Background: an optimization exercise with open tools, aiming at small area, a short achievable clock period and few clock cycles. Do not read the settings as production practice.
The RTL was checked by simulation tests, not by an equivalence proof against the original design.

## v56
// crack_partial
module crack_partial(
    input clk,
    input rst_n,
    input [31:0]lower_bound,
    input [31:0]upper_bound,
    input [127:0]hash_answer,
    output [31:0]answer,
    output reg answer_found,
    output reg done);
For scale: roughly 3400 cells after synthesis, roughly 480 flip-flops, ~230 I/O pins, about 0.027 sq mm of cells after synthesis.
Settings: LEC_CHECK=0, ABC_AREA=1, CAP_MARGIN=5, CORE_MARGIN=2, CORE_UTILIZATION=40, CTS_CLUSTER_DIAMETER=150, CTS_CLUSTER_SIZE=25, SLEW_MARGIN=5, TNS_END_PERCENT=0; clock period 12.0 ns.
standard.sh (not shown) runs the stock make flow with config.mk's settings and CLKGATE_MAP_FILE= SYNTH_SCRIPT=/design/flow/synth_recipe.tcl, a recipe that flattens the netlist after the stock synthesis.
==> flow/flow/run.sh <==
#!/bin/bash
# Layout flow: the standard flow, with two changes after synthesis:
#  - repair_timing aims for a larger setup slack than the flow settings allow
#    (flow/margin.txt, ns), so that the resizer speeds the design up beyond
#    the clock period (which stays the design's);
#  - the buffer that every input and output port gets is a plain buf_1
#    rather than the delay cell buffer_ports picks by default.
set -euo pipefail
MARGIN=$(cat flow/margin.txt)
bash standard.sh synth > synth.log 2>&1
sed "s/\"\\\${@:-finish}\"/SETUP_SLACK_MARGIN=${MARGIN} \"\${@:-finish}\"/" standard.sh > standard_margin.sh
grep -q "SETUP_SLACK_MARGIN=${MARGIN}" standard_margin.sh
export BUFFER_PORTS_ARGS="-buffer_cell sky130_fd_sc_hd__buf_1"
bash standard_margin.sh finish > layout.log 2>&1
==> flow/flow/margin.txt <==
8.7
Testbench counts of v56, summed over its fixed seeds: cycles 82,876.
[inputs] v27 vs v56
==> flow/flow/margin.txt <==
8.5
==> flow/config.mk <==
export PLATFORM = sky130hd
export DESIGN_NAME = crack_partial
export DESIGN_NICKNAME = crack_partial
export VERILOG_FILES = /design/flow/design.v
export SDC_FILE = /design/flow/constraint.sdc
export NUM_CORES = 4
export LEC_CHECK = 0
export ABC_AREA = 1
export CAP_MARGIN = 20
export CORE_MARGIN = 2
export CORE_UTILIZATION = 40
export CTS_CLUSTER_DIAMETER = 150
export CTS_CLUSTER_SIZE = 25
export SLEW_MARGIN = 20
export TNS_END_PERCENT = 0
Between v56 and v27, the via count of the routed design does not differ in any meaningful way. The final cell area excluding filler cells was comparable across v27 and v56. Clock network latency to the later pin of the worst-skew pair delta (v27 -> v56): insignificant. From v56 to v27 the numbers moved as follows: final cell count neither gained nor lost much, DRC violation total after the first TritonRoute iteration neither gained nor lost much, placed wire-length estimate lost about 1.3%, instance count after placement with tap cells included neither gained nor lost much. | wire length of the first global-routing pass | v27 vs v56 | better |.
Edits applied to the flow inputs when going from v27 to v2:
==> flow/flow/run.sh <==
#!/bin/bash
# Layout flow: the standard flow, with repair_timing aiming for a larger
# setup slack than the flow settings allow, so that the resizer speeds up the
# design beyond the clock period (which stays the design's).
set -euo pipefail
MARGIN=$(cat flow/margin.txt)
bash standard.sh synth > synth.log 2>&1
sed "s/\"\\\${@:-finish}\"/SETUP_SLACK_MARGIN=${MARGIN} \"\${@:-finish}\"/" standard.sh > standard_margin.sh
grep -q "SETUP_SLACK_MARGIN=${MARGIN}" standard_margin.sh
bash standard_margin.sh finish > layout.log 2>&1
==> flow/flow/margin.txt <==
8.0
-- flow/config.mk --
<<< v27, line 10
export CORE_MARGIN = 2
export CORE_UTILIZATION = 40
export CTS_CLUSTER_DIAMETER = 150
export CTS_CLUSTER_SIZE = 25
export SLEW_MARGIN = 20
export TNS_END_PERCENT = 0
>>> v2, line 10
export CORE_MARGIN = 2
export CORE_UTILIZATION = 40
export SLEW_MARGIN = 20
--- outcome ---
Compared to v27, v2 has post-layout minimum cycle time 340 ps higher. Count of flip-flops with a built-in enable after synthesis came out exactly the same in v2 and v27. v27 → v2: final-layout clock buffer total picked up an extra 42, relative area change from synthesis to final layout picked up an extra 7.4 points. v2: area after detailed placement higher than v27. Looking at maximum frequency, v2 sits 0.024 GHz lower than v27 does. Detailed-routing wirelength on met1: higher on v27. Compare v2 and v27 | proportion of cell area spent on the clock network lower: v27. Count of placed standard cells including taps: v2 vs v27, no meaningful difference.
## Diff of input files: v7 against v2
==> flow/flow/margin.txt <==
8.5
-- flow/config.mk --
<<< v2, line 9
export CAP_MARGIN = 20
export CORE_MARGIN = 2
export CORE_UTILIZATION = 40
export SLEW_MARGIN = 20
>>> v7, line 9
export CAP_MARGIN = 20
export CORE_MARGIN = 2
export CORE_UTILIZATION = 60
export CTS_CLUSTER_DIAMETER = 150
export CTS_CLUSTER_SIZE = 25
export SLEW_MARGIN = 20
## What came out
Minimum hold slack delta for v7 relative to v2: 9.0 ps lower
Between v7 and v2, the cell area is lower for v7.
There was hardly any difference in inverter count of the layout excluding clock inverters between v2 and v7.
From v2 to v7 the numbers moved as follows: fraction of area in registers increased 0.85 points, time the final worst path needs with I/O delays and setup has decreased, first-pass GRT wire length saw an increase.
Delta (v7 minus v2): maximum number of pins on one net before global-route repair went up about 17%, count of clock-net buffers in the final layout went down, met3 track demand over resource has increased.
[inputs] v43 vs v7
==> flow/flow/margin.txt <==
8.7
-- flow/config.mk --
<<< v7, line 9
export CAP_MARGIN = 20
export CORE_MARGIN = 2
export CORE_UTILIZATION = 60
export CTS_CLUSTER_DIAMETER = 150
export CTS_CLUSTER_SIZE = 25
export SLEW_MARGIN = 20
>>> v43, line 9
export CAP_MARGIN = 20
export CORE_MARGIN = 2
export CORE_UTILIZATION = 40
export CTS_CLUSTER_DIAMETER = 150
export CTS_CLUSTER_SIZE = 25
export SLEW_MARGIN = 20
export TNS_END_PERCENT = 0
==> run notes <==
v43 does worse than v7 on die area. v43 vs. v7: initial antenna violation count went down by 1. Compared v7 against v43; hold-critical path depth within noise. The hold slack was comparable across v43 and v7. The run with more setup slack is v7; v43 has less. Sequential share of cell area in v43 vs v7: up 0.23 points. From v7 to v43 the numbers moved as follows: growth of design area from synthesis to finish fell by 1.1 points, final worst-path cycle share stayed essentially flat, buffering overhead fell by 0.85 points, total routed wirelength fell by 4.7%.
The inputs of v44 differ from those of v43 as listed below.
==> flow/flow/run.sh <==
#!/bin/bash
# Layout flow: the standard flow, with two changes after synthesis:
#  - repair_timing aims for a larger setup slack than the flow settings allow
#    (flow/margin.txt, ns), so that the resizer speeds the design up beyond
#    the clock period (which stays the design's);
#  - the buffer that every input and output port gets is a plain buf_1
#    rather than the delay cell buffer_ports picks by default.
set -euo pipefail
MARGIN=$(cat flow/margin.txt)
bash standard.sh synth > synth.log 2>&1
sed "s/\"\\\${@:-finish}\"/SETUP_SLACK_MARGIN=${MARGIN} \"\${@:-finish}\"/" standard.sh > standard_margin.sh
grep -q "SETUP_SLACK_MARGIN=${MARGIN}" standard_margin.sh
export BUFFER_PORTS_ARGS="-buffer_cell sky130_fd_sc_hd__buf_1"
bash standard_margin.sh finish > layout.log 2>&1
==> flow/flow/margin.txt <==
8.5
==> flow/config.mk <==
export PLATFORM = sky130hd
export DESIGN_NAME = crack_partial
export DESIGN_NICKNAME = crack_partial
export VERILOG_FILES = /design/flow/design.v
export SDC_FILE = /design/flow/constraint.sdc
export NUM_CORES = 4
export LEC_CHECK = 0
export ABC_AREA = 1
export CAP_MARGIN = 5
export CORE_MARGIN = 2
export CORE_UTILIZATION = 50
export CTS_CLUSTER_DIAMETER = 150
export CTS_CLUSTER_SIZE = 25
export SLEW_MARGIN = 5
export TNS_END_PERCENT = 0
Findings:
Cell count: v44 lower than v43. Register-to-register slack essentially unchanged between v44 and v43. Compared v43 against v44; clock latency on the worst-skew pair within noise.

==> afterwards: timing with drivers on the ports <==
No port has a modelled driver above. Below, the same layouts with a new extraction and two added sets of constraints. Step 1: set_driving_cell puts a clkbuf_16 on clk and a buf_2 on each other input, an assumption about the parent block. Step 2 adds t to the input delays and takes it off the output delays; t is the mean of the earliest and latest rising clock arrival at the registers after step 1. Input paths then give back, and output paths get back, about the clock's delay inside the block. Slacks: ideal ports / drivers / drivers and shift; pairs: ideal ports / drivers.
run	t (ns)	slack for setup (ns)	cell pins on the clock port's net
v56	0.637	8.382 / 8.319 / 7.876	1
v27	0.641	8.384 / 8.318 / 8.039	1
v2	0.684	8.042 / 7.979 / 7.676	1
v7	0.635	8.339 / 8.279 / 8.042	1
v43	0.625	8.322 / 8.261 / 7.820	1
v44	0.625	8.353 / 8.289 / 7.939	1
After both steps every run listed still meets setup and hold. The setup slack of v56, which loses most, moves by -0.063 ns with the drivers and by -0.506 ns with both steps.
